This is an optimization exercise on Yosys and OpenROAD, whose aim is small area, not a production implementation.
Function was checked by simulation only, so behaviour that the tests miss may differ from the original.

File: flow/config.mk
export PLATFORM = sky130hd
export DESIGN_NAME = eeg_filter_chain
export DESIGN_NICKNAME = eeg_filter_chain
export VERILOG_FILES = /design/flow/design.v
export SDC_FILE = /design/flow/constraint.sdc
export NUM_CORES = 4
export LEC_CHECK = 0
export CAP_MARGIN = 20
export CORE_MARGIN = 2
export CORE_UTILIZATION = 40
export PLACE_DENSITY = 0.55
export SLEW_MARGIN = 20
File: flow/constraint.sdc
create_clock -name core_clock -period 18.0 [get_ports {clk}]
set_input_delay 3.6000 -clock core_clock [delete_from_list [all_inputs] [get_ports {clk}]]
set_output_delay 3.6000 -clock core_clock [all_outputs]
set_load 0.01 [all_outputs]
File: flow/design.v
`timescale 1ns / 1ps
module eeg_filter_chain(
    input                   clk,
    input                   rst,
    input                   en,
    input   signed [31:0]   in_signal,
    output  signed [31:0]   out_signal,
    output                  valid
    );
localparam logic signed [15:0] coeff_a1 = -16'sd10778;
localparam logic signed [15:0] coeff_a2 = 16'sd15599;
localparam logic signed [15:0] coeff_b1 = -16'sd11043;
wire clr = rst | ~en;
logic [7:0] cnt;             
logic       vld;
wire        add_en  = (cnt >= 8'd6);
wire        sub_en  = (cnt >= 8'd135);
wire        vld_nxt = (cnt >= 8'd157);
always_ff @(posedge clk) begin
    if (clr) begin
        cnt <= 0;
        vld <= 0;
    end else begin
        if (cnt != 8'd157) cnt <= cnt + 1'b1;
        vld <= vld_nxt;
    end
end
logic signed [31:0] u1, u2;
logic signed [31:0] f0, f1, f2, f3;      
wire signed [47:0] sb0 = in_signal <<< 14;
wire signed [47:0] mb1 = u1 * coeff_b1;
wire signed [47:0] sb2 = u2 <<< 14;
wire signed [47:0] ma1 = f2 * coeff_a1;
wire signed [47:0] ma2 = f3 * coeff_a2;
wire signed [49:0] acc = sb0 + mb1 + sb2 - ma1 - ma2;
wire signed [31:0] fo  = {acc[49], (acc[45:15] + acc[14] + acc[15])};
always_ff @(posedge clk) begin
    if (clr) begin
        u1 <= 0; u2 <= 0;
        f0 <= 0; f1 <= 0; f2 <= 0; f3 <= 0;
    end else begin
        u1 <= in_signal;
        u2 <= u1;
        f0 <= fo;
        f1 <= f0;
        f2 <= f1;
        f3 <= f2;
    end
end
logic [126*32-1:0] win;
always_ff @(posedge clk) win <= {win[125*32-1:0], f3};
wire [31:0] l127 = win[(127-4)*32 +: 32];
wire [31:0] l129 = win[(129-4)*32 +: 32];
logic [39:0] rsum;
wire  [31:0] addv = add_en ? f0   : 32'd0;
wire  [31:0] subv = sub_en ? l129 : 32'd0;
always_ff @(posedge clk) begin
    if (clr) rsum <= 0;
    else     rsum <= rsum + {{8{addv[31]}}, addv} - {{8{subv[31]}}, subv};
end
wire        rnd  = rsum[39] & (|rsum[6:0]);
wire [31:0] ynew = l127 + ~rsum[38:7] + {31'd0, ~rnd};
logic [24*32-1:0] fline;
always_ff @(posedge clk) fline <= {fline[23*32-1:0], ynew};
wire signed [15:0] coeff [0:15];
assign coeff[0] = -16'sd48;
assign coeff[1] = -16'sd47;
assign coeff[2] = 16'sd354;
assign coeff[3] = -16'sd923;
assign coeff[4] = 16'sd1301;
assign coeff[5] = -16'sd472;
assign coeff[6] = -16'sd3268;
assign coeff[7] = 16'sd19486;
assign coeff[8] = 16'sd19486;
assign coeff[9] = -16'sd3268;
assign coeff[10] = -16'sd472;
assign coeff[11] = 16'sd1301;
assign coeff[12] = -16'sd923;
assign coeff[13] = 16'sd354;
assign coeff[14] = -16'sd47;
assign coeff[15] = -16'sd48;
logic signed [51:0] fsum;
integer j;
always_comb begin
    fsum = 0;
    for (j = 0; j < 16; j = j + 1)
        fsum = fsum + $signed(fline[(8+j)*32 +: 32]) * coeff[j];
end
logic [31:0] outr;
always_ff @(posedge clk) begin
    if (clr | ~vld_nxt) outr <= 0;
    else                outr <= {fsum[51], fsum[44:14]};
end
assign out_signal = outr;
assign valid      = vld;
endmodule
File: flow/run.sh
#!/bin/bash
# synth_recipe.tcl (not shown) runs the flow's synth.tcl, then flattens the netlist and writes it again
# the make line also repeats each setting of config.mk as NAME=value (left out here)
make -C /OpenROAD-flow-scripts/flow DESIGN_CONFIG=/design/flow/config.mk WORK_HOME=/design/flow/orfs CLKGATE_MAP_FILE= SYNTH_SCRIPT=/design/flow/synth_recipe.tcl finish
==> results.yml <==
run_status:
  outcome: "complete, no violations"
routing:
  drt-wirelength-per-cell_um: 18.4
  drt-pass1-iter-count: 6
  remaining_drc_errors: 0
  viasPerCell: 4.44
  ant_nets: 0
  drt_iter0_markers: 5207
  routed_wl_um: 515000
  vias: 124171
global_routing:
  antenna_found_initial: 30
  grt_usage_pct: 17.5
  grt_pass1_wl_um: 804000
  grt_max_degree: 90
  grt_pass1_vias: 138013
  grt_remaining_overflow: 0
synthesis:
  synthArstFlopShare_pct: 0
  ys_ff_latch: 5073
  synth_nets: 25092
  netlist_instances: 19186
  synth_edf_count: 0
  ys.warnings.count: 1
  postSynthAreaPerCell_sq_um: 12.4
  ys.flop_type: "dfxtp_1"
  seq_area_frac_synth_pct: 42.8
  yosysUniqueCellTypes: 95
  syn_area_sq_um: 237000
setup_path:
  cp_common_cell: "fa_1"
  startpoint_type: "flop"
  crit_slowest_cell: "o41ai_1"
  slowest_delay_ns: 0.79
  crit_fanout: 6
  cp.arrival_ns: 15.74
  critPathCaptureType: "flop"
  criticalPathCategory: "flop to flop"
  worst_ep_required_time_ns: 18.93
finish:
  fillers: 54189
  final_layout_size_suffix_gt1_share_pct: 4.72
  synthToLayoutAreaGrowth_pct: 12.0
  final_area_sq_um: 266000
  multiInputGateArea_sq_um: 117000
  fin_cells: 27961
  layout.nets: 25653
  seq_area_sq_um: 102000
  fin_util_pct: 45.0
  largest-register: "win"
  largest_reg_flops: 4032
  reg.largest.list: "win: 4032 flops, fline: 768 flops, rsum: 40 flops"
placement:
  dp_worst_setup_slack_ns: 3.31
  post-place-cells: 27036
  port_buffers: 67
  place_hpwl_um: 425000
  routabilityCongestion: 0.887
  placed_area_sq_um: 248000
floorplanning:
  die_w_um: 774
  placementRows: 282
  start_util_pct: 40.2
  io_pins: 68
  die-area_sq_um: 599000
  die_y_um: 774
  coreArea_sq_um: 590000
cts:
  root_buffer: "clkbuf_16"
  clkSinkCount: 5073
  cts-htree-levels: 6
  cts_hold_buf: 0
  clkLatencyLatePin_ns: 1.08
  cts_tree: "built"
  cts_buffer_depth: 4
  cts.reportedPaths.clkPinSlew_ns: 0.06
  post-cts-setup-buffer-count: 0
  cts_buffers: 519
  post_cts_resized: 0
sta:
  setup-tns-final_ns: 0
  clock.fmax_mhz: 67.5
  finClkSkew_ns: 0.0832
  relSlewSlack_pct: 26.1
  rsz0062_at_grt: "no"
  min_period_ns: 14.81
  worst_slack_ns: 3.19
  hold_viol: 0
  finalSetupViolations: 0
  slew_viol_final: 0
  min_period_over_period_pct: 82.3
  tightest_slew_ns: 1.09
hold_path:
  min_path_type: "flop to flop"
job:
  max_cap_violations: 0
## stage by stage
step                hold WS (ns)
floorplan                  0.310
global placement           0.310
detailed placement         0.312
CTS                        0.263
global route               0.266
finish                     0.266
## final cells by class
type	instances	area share, %
Tap cell	7810	3.68
Inverter	4856	6.86
Timing Repair Buffer	96	0.334
Clock buffer	706	5.56
Antenna cell	7	0.00659
Sequential cell	5073	38.2
Multi-Input combinational cell	9201	44.1
Clock inverter	212	1.21
## cells in the mapped netlist (12+ instances only)
cell type | number | area [sq um]
dfxtp_1 | 5073 | 102000
inv_1 | 4856 | 18200
fa_1 | 3046 | 61000
ha_1 | 2825 | 35300
a21oi_1 | 440 | 2200
nor2_1 | 424 | 1590
xnor2_1 | 360 | 3150
nand2_1 | 241 | 905
o21ai_0 | 235 | 1180
xor2_1 | 230 | 2010
a21o_1 | 225 | 1690
and2_1 | 153 | 957
nand3_1 | 101 | 505
o21a_1 | 82 | 616
nand2b_1 | 79 | 494
nor3_1 | 79 | 395
nor2b_1 | 77 | 482
o21bai_1 | 61 | 458
clkbuf_1 | 49 | 184
and3_1 | 47 | 294
nand4_1 | 39 | 244
a31oi_1 | 37 | 231
a211oi_1 | 32 | 240
or2_2 | 25 | 156
or3_1 | 24 | 150
nor4_1 | 23 | 144
o31ai_1 | 22 | 165
o211ai_1 | 20 | 150
a21boi_0 | 17 | 128
o2111ai_1 | 14 | 123
a211o_1 | 13 | 114
a221oi_1 | 12 | 105
mux2i_1 | 12 | 120
## worst max-delay path: cells and delay by family, from the launching register on
kind                     cells  cell delay, ns
flip-flops                   1            0.59
buffers and inverters        9            0.62
XOR/XNOR                     2            0.37
AND/OR/NAND/NOR              5            0.71
AO/OA/AOI/OAI               12            4.08
adder cells (fa/ha/maj)     18            8.29
## cells by family after synthesis
| family | count (synthesis) | share of synthesized area, % |
|---|---|---|
| AO/OA/AOI/OAI | 1343 | 3.64 |
| AND/OR/NAND/NOR | 1373 | 2.89 |
| XOR/XNOR | 590 | 2.18 |
| adder cells (fa/ha/maj) | 5871 | 40.6 |
| buffers and inverters | 4912 | 7.79 |
| flip-flops | 5073 | 42.8 |
| other | 1 | 0.00158 |
| multiplexers | 23 | 0.103 |
## layout by cell type (no fill, tap or decap), types with 84 or more instances in the layout
cell / instances
clkbuf_16: 525
o21ai_0: 235
ha_1: 2825
nand2_1: 241
fa_1: 3046
xor2_1: 230
inv_1: 4856
dfxtp_1: 5071
clkbuf_8: 97
nor2_1: 424
xnor2_1: 360
a21oi_1: 440
and2_1: 153
clkbuf_1: 84
nand3_1: 100
a21o_1: 225
## metal layers
metal  global-route usage [%]  wire length [um]  vias up
met5                        0                27        -
met4                     4.65             14500        4
met3                     2.25             18400      762
met2                     29.8            247000     1711
met1                     23.6            235000    62291
li1                         -                 -    59403
## final timing paths
kind                           start                   to  slack (ns)  cells after the start
setup / recovery  fline[494]$_DFF_P_  outr[30]$_SDFF_PP0_        3.19                     46
hold / removal      win[786]$_DFF_P_     win[818]$_DFF_P_        0.27                      0
setup reg to reg  fline[494]$_DFF_P_  outr[30]$_SDFF_PP0_        3.19                     46
hold reg to reg     win[786]$_DFF_P_     win[818]$_DFF_P_        0.27                      0

separate check: timing with driven ports:
How much do the figures lean on ideal ports? The routed layout below was timed once more, with nothing changed but the port constraints. Step 1: set_driving_cell puts a clkbuf_16 on clk and a buf_2 on each other input, an assumption about the parent block. Step 2 adds t to the input delays and takes it off the output delays; t is the mean of the earliest and latest rising clock arrival at the registers after step 1. Input paths then give back, and output paths get back, about the clock's delay inside the block. a / b / c = ideal / step 1 / step 2; a / b = the first two.
t (ns): 1.162
slack for setup (ns): 3.188 / 3.188 / 3.188
clock arrival spread, ns: 0.094 / 0.094
worst slew at a driven data input, ns: 0.08
cell pins on the clock port's net: 1
After both steps setup and hold are still met in this run. The setup slack of this run moves by 0.000 ns with the drivers and by 0.000 ns with both steps.
